This design comes from an exercise in tuning for small area, a short achievable clock period and few clock cycles on the open sky130 flow, not from production work. Function was checked by simulation only, so behaviour that the tests miss may differ from the original. Power is estimated from default activity; no workload was simulated.

==> flow/design.v <==
module mac (
    input logic rst_n,
    input logic clk,
    input logic run,
    input logic [7:0] weight_in,
    output logic [7:0] weight_out,
    input logic load_weight,
    input logic swap_weights,
    input  logic [7:0] data_in,
    output logic [7:0] data_out,
    input  logic [31:0] acc_in,
    output logic [31:0] acc_out
);
  logic [7:0] weight_buf[2];
  logic active_weight;
  always_ff @(posedge clk or negedge rst_n) begin
    if (~rst_n) begin
      weight_buf[0] <= 0;
      weight_buf[1] <= 0;
    end else if (load_weight) begin
      weight_buf[~active_weight] <= weight_in;
    end
  end
  always_ff @(posedge clk) begin
    if (load_weight) begin
      weight_out <= weight_in;
    end
  end
  always_ff @(posedge clk or negedge rst_n) begin
    if (~rst_n) begin
      active_weight <= 1;
    end else if (swap_weights) begin
      active_weight <= ~active_weight;
    end
  end
  always_ff @(posedge clk or negedge rst_n) begin
    if (~rst_n) begin
      acc_out  <= 0;
      data_out <= 0;
    end else if (run) begin
      acc_out  <= weight_buf[active_weight] * data_in + acc_in;
      data_out <= data_in;
    end
  end
endmodule
module mmu_array #(
    parameter SIZE = 2
) (
    input logic clk,
    input logic rst_n,
    input logic run,
    input logic load_weight,
    input logic swap_weights,
    input  logic [SIZE-1:0][ 7:0] weight_in,   
    input  logic [SIZE-1:0][ 7:0] data_in,     
    output logic [SIZE-1:0][31:0] acc_out      
);
  logic [SIZE-1:0][SIZE-1:0][7:0] mac_weight_out;
  logic [SIZE-1:0][SIZE-1:0][7:0] mac_data_out;
  logic [SIZE-1:0][SIZE-1:0][31:0] mac_acc_out;
  genvar row;
  genvar col;
  generate
    for (row = 0; row < SIZE; row++) begin
      for (col = 0; col < SIZE; col++) begin
        mac mac_unit (
            .clk(clk),
            .rst_n(rst_n),
            .run(run),
            .load_weight(load_weight),
            .swap_weights(swap_weights),
            .weight_in(col == 0 ? weight_in[row] : mac_weight_out[row][col-1]),
            .weight_out(mac_weight_out[row][col]),
            .data_in(col == 0 ? data_in[row] : mac_data_out[row][col-1]),
            .data_out(mac_data_out[row][col]),
            .acc_in(row == 0 ? 0 : mac_acc_out[row-1][col]),
            .acc_out(mac_acc_out[row][col])
        );
      end
    end
  endgenerate
  generate
    for (col = 0; col < SIZE; col++) begin
      assign acc_out[col] = mac_acc_out[SIZE-1][col];
    end
  endgenerate
endmodule
module tile_fifo #(
    parameter BITS  = 8,
    parameter SIZE  = 2,
    parameter DEPTH = 3
) (
    input logic rst_n,
    input logic clk,
    input  logic push,
    output logic push_rdy,
    input  logic pop,
    output logic pop_rdy,
    input logic [SIZE-1:0][SIZE-1:0][BITS-1:0] din,
    output logic [SIZE-1:0][SIZE-1:0][BITS-1:0] dout,
    output logic [$clog2(DEPTH + 1) - 1:0] count
);
  logic [$clog2(DEPTH + 1) - 1:0] head, tail, count_pad;
  logic [SIZE-1:0][SIZE-1:0][BITS-1:0] fifo_buf[DEPTH + 1];
  assign count = (tail >= head) ? (tail - head) : (DEPTH - head + tail + 1);
  assign push_rdy = count < DEPTH;
  assign pop_rdy = count > 0;
  always_ff @(posedge clk or negedge rst_n) begin
    if (~rst_n) begin
      tail <= 0;
    end else begin
      if (push_rdy && push) begin
        tail <= tail + 1;
      end
    end
  end
  always_ff @(posedge clk) begin
    if (push_rdy && push) begin
      fifo_buf[tail] <= din;
    end
  end
  always_ff @(posedge clk or negedge rst_n) begin
    if (~rst_n) begin
      head <= 0;
    end else begin
      if (pop_rdy && pop) begin
        head <= head + 1;
      end
    end
  end
  always_ff @(posedge clk) begin
    if (pop_rdy && pop) begin
      dout <= fifo_buf[head];
    end
  end
endmodule
module mmu #(
    parameter SIZE = 2,
    parameter WEIGHT_FIFO_DEPTH = 3,
    parameter DATA_FIFO_DEPTH = 3,
    parameter OUT_FIFO_DEPTH = 3
) (
    input logic rst_n,
    input logic clk,
    input logic [SIZE-1:0][SIZE-1:0][7:0] new_weight_in,
    output logic new_weight_rdy,
    input logic new_weight_push,
    input logic [SIZE-1:0][SIZE-1:0][7:0] data_in,
    output logic data_in_rdy,
    input logic data_in_push,
    output logic [SIZE-1:0][SIZE-1:0][31:0] acc_out,
    output logic acc_out_rdy,
    input logic acc_out_pop,
    output logic weight_ld_rdy,
    input  logic weight_ld_start,
    output logic weight_ld_done,
    input  logic weight_swap,
    output logic mult_rdy,
    input  logic mult_start,
    output logic mult_done
);
  logic mmu_arr_run, mmu_arr_ld_weight;
  logic [SIZE-1:0][7:0] mmu_arr_weight_in;
  logic [SIZE-1:0][7:0] mmu_arr_din;
  logic [SIZE-1:0][31:0] mmu_arr_acc_out;
  mmu_array #(
      .SIZE(SIZE)
  ) mmu_array_unit (
      .clk(clk),
      .rst_n(rst_n),
      .run(mmu_arr_run),
      .load_weight(mmu_arr_ld_weight),
      .swap_weights(weight_swap),
      .weight_in(mmu_arr_weight_in),
      .data_in(mmu_arr_din),
      .acc_out(mmu_arr_acc_out)
  );
  typedef enum logic [3:0] {
    WEIGHT_LD_IDLE,
    WEIGHT_LD_POP_1,
    WEIGHT_LD_POP_2,
    WEIGHT_LD_SHIFT,
    WEIGHT_LD_DONE
  } weight_ld_state_t;
  logic weight_fifo_pop, weight_fifo_pop_rdy;
  logic [SIZE-1:0][SIZE-1:0][7:0] weight_fifo_out;
  weight_ld_state_t weight_ld_cur_state, weight_ld_next_state;
  logic [$clog2(SIZE):0] weight_ld_cnt;
  assign weight_ld_rdy = weight_fifo_pop_rdy && weight_ld_cur_state == WEIGHT_LD_IDLE;
  tile_fifo #(
      .BITS (8),
      .SIZE (SIZE),
      .DEPTH(WEIGHT_FIFO_DEPTH)
  ) weight_fifo_unit (
      .rst_n(rst_n),
      .clk(clk),
      .push(new_weight_push),
      .push_rdy(new_weight_rdy),
      .pop(weight_fifo_pop),
      .pop_rdy(weight_fifo_pop_rdy),
      .din(new_weight_in),
      .dout(weight_fifo_out),
      .count()
  );
  always_ff @(posedge clk or negedge rst_n) begin
    if (~rst_n) weight_ld_cur_state <= WEIGHT_LD_IDLE;
    else weight_ld_cur_state <= weight_ld_next_state;
  end
  always_comb begin
    case (weight_ld_cur_state)
      WEIGHT_LD_IDLE: begin
        if (weight_ld_rdy && weight_ld_start) weight_ld_next_state = WEIGHT_LD_POP_1;
        else weight_ld_next_state = weight_ld_cur_state;
      end
      WEIGHT_LD_POP_1: weight_ld_next_state = WEIGHT_LD_POP_2;
      WEIGHT_LD_POP_2: weight_ld_next_state = WEIGHT_LD_SHIFT;
      WEIGHT_LD_SHIFT: begin
        if (weight_ld_cnt == SIZE) weight_ld_next_state = WEIGHT_LD_DONE;
        else weight_ld_next_state = weight_ld_cur_state;
      end
      WEIGHT_LD_DONE: weight_ld_next_state = WEIGHT_LD_IDLE;
      default: weight_ld_next_state = WEIGHT_LD_IDLE;
    endcase
  end
  always_comb begin
    weight_fifo_pop = 0;
    mmu_arr_ld_weight = 0;
    weight_ld_done = 0;
    case (weight_ld_cur_state)
      WEIGHT_LD_POP_1: weight_fifo_pop = 1;
      WEIGHT_LD_SHIFT: mmu_arr_ld_weight = 1;
      WEIGHT_LD_DONE:  weight_ld_done = 1;
      default: begin
        weight_fifo_pop = 0;
        mmu_arr_ld_weight = 0;
        weight_ld_done = 0;
      end
    endcase
  end
  always_ff @(posedge clk or negedge rst_n) begin
    if (~rst_n) begin
      weight_ld_cnt <= 0;
    end else begin
      case (weight_ld_next_state)
        WEIGHT_LD_SHIFT: begin
          weight_ld_cnt <= weight_ld_cnt + 1;
        end
        default: weight_ld_cnt <= 0;
      endcase
    end
  end
  genvar row;
  for (row = 0; row < SIZE; row++) begin
    always_ff @(posedge clk) begin
      if (weight_ld_next_state == WEIGHT_LD_SHIFT)
        mmu_arr_weight_in[row] <= weight_fifo_out[SIZE-weight_ld_cnt-1][row];
    end
  end
  logic data_fifo_pop;
  logic [SIZE-1:0][SIZE-1:0][7:0] data_fifo_out;
  logic [31:0] mult_count;
  tile_fifo #(
      .BITS (8),
      .SIZE (SIZE),
      .DEPTH(DATA_FIFO_DEPTH)
  ) data_fifo_unit (
      .rst_n(rst_n),
      .clk(clk),
      .push(data_in_push),
      .push_rdy(data_in_rdy),
      .pop(data_fifo_pop),
      .pop_rdy(mult_rdy),
      .din(data_in),
      .dout(data_fifo_out),
      .count()
  );
  logic acc_out_fifo_rdy, acc_out_fifo_push;
  logic [SIZE-1:0][SIZE-1:0][31:0] acc_out_fifo_in;
  tile_fifo #(
      .BITS (32),
      .SIZE (SIZE),
      .DEPTH(OUT_FIFO_DEPTH)
  ) out_fifo_unit (
      .rst_n(rst_n),
      .clk(clk),
      .push(acc_out_fifo_push),
      .push_rdy(acc_out_fifo_rdy),
      .pop(acc_out_pop),
      .pop_rdy(acc_out_rdy),
      .din(acc_out_fifo_in),
      .dout(acc_out),
      .count()
  );
  typedef enum logic [3:0] {
    MMU_STATE_IDLE,
    MMU_STATE_DATA_POP_1,
    MMU_STATE_DATA_POP_2,
    MMU_STATE_RUN,
    MMU_STATE_OUT_PUSH_1,
    MMU_STATE_OUT_PUSH_2,
    MMU_STATE_DONE
  } mmu_state_t;
  mmu_state_t cur_state, next_state;
  always_ff @(posedge clk or negedge rst_n) begin
    if (~rst_n) cur_state <= MMU_STATE_IDLE;
    else cur_state <= next_state;
  end
  always_comb begin
    case (cur_state)
      MMU_STATE_IDLE: begin
        if (mult_rdy && mult_start) next_state = MMU_STATE_DATA_POP_1;
        else next_state = cur_state;
      end
      MMU_STATE_DATA_POP_1: next_state = MMU_STATE_DATA_POP_2;
      MMU_STATE_DATA_POP_2: next_state = MMU_STATE_RUN;
      MMU_STATE_RUN: begin
        if (mult_count > (3 * SIZE - 2)) next_state = MMU_STATE_OUT_PUSH_1;
        else next_state = cur_state;
      end
      MMU_STATE_OUT_PUSH_1: next_state = MMU_STATE_OUT_PUSH_2;
      MMU_STATE_OUT_PUSH_2: next_state = MMU_STATE_DONE;
      MMU_STATE_DONE: next_state = MMU_STATE_IDLE;
      default: begin
        next_state = MMU_STATE_IDLE;
      end
    endcase
  end
  always_comb begin
    data_fifo_pop = 0;
    mmu_arr_run = 0;
    acc_out_fifo_push = 0;
    case (cur_state)
      MMU_STATE_DATA_POP_1: data_fifo_pop = 1;
      MMU_STATE_RUN: mmu_arr_run = 1;
      MMU_STATE_OUT_PUSH_2: acc_out_fifo_push = 1;
      default: begin
        data_fifo_pop = 0;
        mmu_arr_run = 0;
        acc_out_fifo_push = 0;
      end
    endcase
  end
  always_ff @(posedge clk or negedge rst_n) begin
    if (~rst_n) begin
      mult_count <= 0;
      mult_done  <= 0;
    end else begin
      case (next_state)
        MMU_STATE_RUN:  mult_count <= mult_count + 1;
        MMU_STATE_DONE: mult_done <= 1;
        default: begin
          mult_count <= 0;
          mult_done  <= 0;
        end
      endcase
    end
  end
  generate
    for (row = 0; row < SIZE; row++) begin
      always_ff @(posedge clk or negedge rst_n) begin
        if (~rst_n) begin
          mmu_arr_din[row] <= 0;
        end else begin
          case (next_state)
            MMU_STATE_RUN:
            if ((row > 0 && mult_count < row) || ((mult_count - row) >= SIZE))
              mmu_arr_din[row] <= 0;
            else mmu_arr_din[row] <= data_fifo_out[row][mult_count-row];
            default: mmu_arr_din[row] <= 0;
          endcase
        end
      end
    end
  endgenerate
  always_ff @(posedge clk) begin
    for (int col = 0; col < SIZE; col++) begin
      for (int i = 0; i < SIZE; i++) begin
        if (cur_state == MMU_STATE_RUN && mult_count == SIZE + col + 1 + i) begin
          acc_out_fifo_in[col][i] <= mmu_arr_acc_out[col];
        end
      end
    end
  end
endmodule
module mmu_4x4 (
    input logic rst_n,
    input logic clk,
    input  logic [127:0] new_weight_in,
    output logic new_weight_rdy,
    input  logic new_weight_push,
    input  logic [127:0] data_in,
    output logic data_in_rdy,
    input  logic data_in_push,
    output logic [511:0] acc_out,
    output logic acc_out_rdy,
    input  logic acc_out_pop,
    output logic weight_ld_rdy,
    input  logic weight_ld_start,
    output logic weight_ld_done,
    input  logic weight_swap,
    output logic mult_rdy,
    input  logic mult_start,
    output logic mult_done
);
  mmu #(
      .SIZE(4),
      .WEIGHT_FIFO_DEPTH(3),
      .DATA_FIFO_DEPTH(3),
      .OUT_FIFO_DEPTH(3)
  ) mmu_unit (
      .*
  );
endmodule
==> flow/run.sh <==
#!/bin/bash
# synth_recipe.tcl (not shown) runs the flow's synth.tcl, then flattens the netlist and writes it again
# the make line also repeats each setting of config.mk as NAME=value (left out here)
make -C /OpenROAD-flow-scripts/flow DESIGN_CONFIG=/design/flow/config.mk WORK_HOME=/design/flow/orfs CLKGATE_MAP_FILE= SYNTH_SCRIPT=/design/flow/synth_recipe.tcl finish
==> flow/config.mk <==
export PLATFORM = sky130hd
export DESIGN_NAME = mmu_4x4
export DESIGN_NICKNAME = mmu_4x4
export VERILOG_FILES = /design/flow/design.v
export SDC_FILE = /design/flow/constraint.sdc
export NUM_CORES = 4
export LEC_CHECK = 0
export CAP_MARGIN = 20
export CORE_MARGIN = 2
export CORE_UTILIZATION = 40
export PLACE_DENSITY = 0.6
export SLEW_MARGIN = 20
==> flow/constraint.sdc <==
create_clock -name core_clock -period 10.0 [get_ports {clk}]
set_input_delay 2.0000 -clock core_clock [delete_from_list [all_inputs] [get_ports {clk}]]
set_output_delay 2.0000 -clock core_clock [all_outputs]
set_load 0.01 [all_outputs]
==> impl_summary.txt <==
----------------------------------------------------
[Run status]
  Result of the run ... timing/DRC/antenna clean

[Synthesis]
  Post-synthesis instance total ... 12100
  Leading cell types by total area after synthesis ... sky130_fd_sc_hd__edfxtp_1, sky130_fd_sc_hd__dfrtp_1, sky130_fd_sc_hd__mux4_2, sky130_fd_sc_hd__fa_1, sky130_fd_sc_hd__ha_1
  Post-synthesis cell type count ... 83
  Yosys top cell area share ... 51.6%
  Top_reg_cell synth ... sky130_fd_sc_hd__edfxtp_1
  Library cell with the highest instance count after synthesis ... sky130_fd_sc_hd__edfxtp_1
  Mapped Avg Cell Area ... 15.5 um2
  Count of flip-flops with a built-in enable after synthesis ... 3232
  Sequential-to-total area share from yosys stat ... 61.4%
  Cell area after synthesis ... 188000 um2
  Share of synthesized registers carrying an async set or reset ... 18.5%
  Flip-flop and latch count after synthesis ... 3968
  Most used standard cells in the synthesized netlist ... sky130_fd_sc_hd__edfxtp_1, sky130_fd_sc_hd__nand2_1, sky130_fd_sc_hd__inv_1
  Yosys warning count ... 5
  Library cell with the largest summed area after synthesis ... sky130_fd_sc_hd__edfxtp_1

[Worst setup path]
  Capturing element type of the critical path ... register
  Arrival time of data at the critical path endpoint ... 7.68 ns
  Worst path required time ... 10.93 ns
  Startpoint class of the critical path ... register
  Critical path type ... reg -> reg
  Largest fanout of any net on the critical path ... 11

[Pwr]
  Fraction of power spent switching nets ... 25.4%
  Fraction of power consumed by the clock network ... 36.2%
  Sequential group share of total power ... 50.9%
  Pwr dens ... 192 nW/um2
  Switching power total ... 10.4 mW
  LEAKAGE ... 79.1 nW
  Power Internal ... 30.6 mW
  Combinational share of power ... 13.0%
  Largest vdd supply drop ... 0.197 mV

[Finish]
  Final standard cell area without fillers ... 214000 um2
  Combined flip-flop and latch cell area ... 116000 um2
  Filler cells ... 40700
  Share of layout cells above drive strength 1 ... 14.0%
  Area overhead of the layout relative to synthesis ... 13.7%
  Area taken by multi-input logic gates ... 67100 um2
  Net total in the final layout ... 14500

[Floorplan]
  Core box area ... 468000 um2
  Chip Height ... 690 um
  Number of top-level pins ... 783
  Horiz. Die Dim ... 690 um
  Die Footprint ... 476000 um2
  FP Rows ... 251
  Effective utilization at floorplan ... 40.2%

[STA]
  Relative slew margins ... 28.2%
  Slew at the pin with the worst max-slew slack ... 1.08 ns
  Final-report hold violation count ... 0
  Setup repair after global routing missed its margin ... false
  Time the worst path needs with I/O delays and setup ... 6.74 ns
  Sum of negative setup slack ... 0 ns
  Portion of the clock cycle consumed by the worst path in the final layout ... 67.4%
  Final clock skew ... 0.0943 ns
  Final Max Tran Viols ... 0
  Smallest setup slack after layout ... 3.26 ns
  Setup violators final ... 0
  Achievable Freq ... 148 MHz

[Drt]
  Antenna Nets Post-Route ... 0
  Number of design rule violations left after detail routing ... 0
  Via count ... 98900
  Total iterations of the first detailed-routing run ... 5
  Wire length per cell ... 22.2 um
  Total wire length ... 431 mm
  Per-cell via count in the routed design ... 5.10
  Iteration-0 DRC count of the detailed router ... 7140

[Global route]
  Largest net degree at the start of global routing ... 157
  Global-route usage over all layers ... 18.0%
  First-pass GRT wire length ... 651 mm
  Via count of the first global-routing pass ... 101000
  Initial antenna violation count ... 54
  Global-route congestion overflow total ... 0

[Hold path]
  Hold crit path type ... reg -> reg
  Hold wc startpoint ... mmu_unit.acc_out_fifo_in[7]

[Clocking]
  Latest clock arrival within the worst-skew pair ... 1.02 ns
  Clk Tree Root Cell ... sky130_fd_sc_hd__clkbuf_16
  Post-CTS clock slew at the launch and capture registers of the worst setup and hold paths ... 0.07 ns
  CTS-repair resized insts ... 0
  TritonCTS Sinks ... 3968
  Number of setup buffers added after CTS ... 0
  Number of buffers on the longest clock path ... 4
  CTS H-tree lvls ... 5
  TritonCTS clock tree ... yes
  Hold buffers post-CTS ... 0
  Clock buffers created by TritonCTS ... 408

[Place]
  Gp weighted congestion ... 0.838
  Worst slack at placement ... 3.22 ns
  Area after DPL ... 201000 um2
  Final HPWL DP ... 296 mm
  Port Buf Inserts ... 574

[Flow run]
  Max-capacitance violation count ... 0

----------------------------------------------------
[path summary, 6_finish.rpt]
path | end | slack [ns] | depth (start not counted)
worst min register to register | mmu_unit.out_fifo_unit.fifo_buf[0][7] | 0.44 | 0
max in group asynchronous | mmu_unit.weight_fifo_unit.head[0] | 6.87 | 3
worst min-delay path | mmu_unit.out_fifo_unit.fifo_buf[0][7] | 0.44 | 0
worst max register to register | register | 3.26 | 24
min in group asynchronous | async pin | 0.94 | 1
worst max-delay path | register | 3.26 | 24
[registers in the layout, summed over array words and instances (netlist names), 128 cells and up, named ones only]
signal                                                       cells
mmu_unit.weight_fifo_unit.fifo_buf                             512
mmu_unit.acc_out_fifo_in                                       304
mmu_unit.mmu_array_unit.genblk1.genblk1.mac_unit.acc_out       280
mmu_unit.out_fifo_unit.fifo_buf                               1216
mmu_unit.data_fifo_unit.fifo_buf                               512
mmu_unit.mmu_array_unit.genblk1.genblk1.mac_unit.weight_buf    256
mmu_unit.weight_fifo_unit.dout                                 128
mmu_unit.out_fifo_unit.dout                                    304
mmu_unit.data_fifo_unit.dout                                   128
[layout make-up]
type                       instances  share of cell area, %
tap                             6198                   3.63
multi-input combinational       6856                   31.4
clock inverter                   231                   1.02
inverter                         909                   1.60
sequential                      3968                   54.0
clock buffer                     526                   5.11
timing repair buffer             686                   3.20
antenna                           20                 0.0234
[power by group through the flow]
stage / registers [mW] / clock network (mW) / logic [mW]
floorplan: 20.7 / 0 / 4.00
global placement: 21.2 / 0 / 5.40
detailed placement: 21.2 / 0 / 5.44
CTS: 20.9 / 15.2 / 5.45
global route: 21.0 / 15.9 / 5.76
finish: 20.9 / 14.8 / 5.32
[layer usage]
layer / global-route usage [%] / wire length (um) / vias up
met5: 0 / 330 / -
met4: 4.22 / 9970 / 50
li1: - / - / 45300
met3: 2.59 / 22400 / 540
met1: 25.3 / 192000 / 50700
met2: 29.7 / 206000 / 2328
[worst max-delay path, stage by stage, from the launching register on]
cell,delay (ns)
sky130_fd_sc_hd__dfstp_2,0.70
sky130_fd_sc_hd__mux2i_1,0.66
sky130_fd_sc_hd__nor2b_1,0.15
sky130_fd_sc_hd__fa_1,0.55
sky130_fd_sc_hd__inv_1,0.05
sky130_fd_sc_hd__fa_1,0.53
sky130_fd_sc_hd__inv_1,0.05
sky130_fd_sc_hd__fa_1,0.48
sky130_fd_sc_hd__inv_1,0.05
sky130_fd_sc_hd__fa_1,0.47
sky130_fd_sc_hd__inv_1,0.04
sky130_fd_sc_hd__ha_1,0.31
sky130_fd_sc_hd__nor2b_1,0.16
sky130_fd_sc_hd__o21a_1,0.17
sky130_fd_sc_hd__nor2_1,0.11
sky130_fd_sc_hd__xnor2_1,0.08
sky130_fd_sc_hd__ha_1,0.32
sky130_fd_sc_hd__and3_1,0.22
sky130_fd_sc_hd__nand2_1,0.08
sky130_fd_sc_hd__o211ai_1,0.29
sky130_fd_sc_hd__nand4_1,0.14
sky130_fd_sc_hd__a41oi_1,0.25
sky130_fd_sc_hd__a21oi_1,0.12
sky130_fd_sc_hd__or4b_2,0.61
sky130_fd_sc_hd__nand3_1,0.08
[logic make-up after synthesis]
group / after synthesis / share of synthesized area (%)
flip-flops: 3968 / 61.4
adder cells (fa/ha/maj): 1397 / 11.6
AO/OA/AOI/OAI: 1028 / 3.44
multiplexers: 1146 / 11.0
AND/OR/NAND/NOR: 2650 / 7.11
XOR/XNOR: 425 / 1.98
buffers and inverters: 1491 / 3.43
other: 1 / 0.00199
[per-stage QoR]
step / hold WS, ns / total power, mW / utilization [%] / instances
2_1_floorplan: 0.440 / 24.7 / - / 12300
3_3_place_gp: 0.458 / 26.6 / 42.9 / 18600
3_5_place_dp: 0.463 / 26.7 / 42.9 / 18600
4_1_cts: 0.432 / 41.6 / 45.7 / 19400
5_1_grt: 0.476 / 42.6 / 45.7 / 19400
6_report: 0.438 / 41.0 / 45.7 / 19400
[layout by cell type, fill, tap and decap left out, types with 24 or more instances in the layout]
cell / Yosys / layout
sky130_fd_sc_hd__a211oi_1: 46 / 41
sky130_fd_sc_hd__a21o_1: 91 / 91
sky130_fd_sc_hd__a21oi_1: 263 / 263
sky130_fd_sc_hd__and2_1: 220 / 210
sky130_fd_sc_hd__and3_1: 34 / 25
sky130_fd_sc_hd__buf_4: 222 / 91
sky130_fd_sc_hd__bufinv_16: 0 / 24
sky130_fd_sc_hd__clkbuf_1: 234 / 98
sky130_fd_sc_hd__clkbuf_16: 0 / 414
sky130_fd_sc_hd__clkdlybuf4s50_1: 0 / 572
sky130_fd_sc_hd__clkinv_1: 0 / 75
sky130_fd_sc_hd__clkinv_2: 0 / 67
sky130_fd_sc_hd__conb_1: 1 / 210
sky130_fd_sc_hd__dfrtp_1: 720 / 711
sky130_fd_sc_hd__edfxtp_1: 3232 / 3232
sky130_fd_sc_hd__fa_1: 588 / 588
sky130_fd_sc_hd__ha_1: 809 / 807
sky130_fd_sc_hd__inv_1: 907 / 907
sky130_fd_sc_hd__mux2_2: 314 / 314
sky130_fd_sc_hd__mux2i_1: 128 / 128
sky130_fd_sc_hd__mux4_2: 704 / 704
sky130_fd_sc_hd__nand2_1: 1020 / 1020
sky130_fd_sc_hd__nand2b_1: 135 / 135
sky130_fd_sc_hd__nand3_1: 101 / 99
sky130_fd_sc_hd__nor2_1: 224 / 223
sky130_fd_sc_hd__nor2b_1: 654 / 654
sky130_fd_sc_hd__nor3_1: 107 / 107
sky130_fd_sc_hd__o211ai_1: 34 / 34
sky130_fd_sc_hd__o21a_1: 49 / 49
sky130_fd_sc_hd__o21ai_0: 328 / 328
sky130_fd_sc_hd__o21bai_1: 29 / 29
sky130_fd_sc_hd__o31ai_1: 30 / 30
sky130_fd_sc_hd__or2_2: 30 / 30
sky130_fd_sc_hd__or3_1: 35 / 35
sky130_fd_sc_hd__xnor2_1: 231 / 230
sky130_fd_sc_hd__xor2_1: 194 / 193
Testbench counts, summed over its fixed seeds: cycles 2,946.

-- re-timing with driven ports --
How much do the figures lean on ideal ports? The routed layout below was timed once more, with nothing changed but the port constraints.
Step 1, drivers: a clkbuf_16 drives clk and a buf_2 each remaining input, both assumed.
Step 2 moves the port delays by t, midway between the first and last clock arrival at a register: inputs arrive t later, outputs are due t later. That takes back most of the time a late clock gives input paths.
Three values: no drivers, after step 1, after step 2; two values: the first two.
t, ns: 1.086
slack for setup (ns): 3.255 / 3.255 / 3.255
hold WS [ns]: 0.438 / 0.438 / 0.438
worst register clock-pin slew, ns: 0.07 / 0.07
After both steps this run still meets setup and hold. The setup slack of this run moves by 0.000 ns with the drivers and by 0.000 ns with both steps.
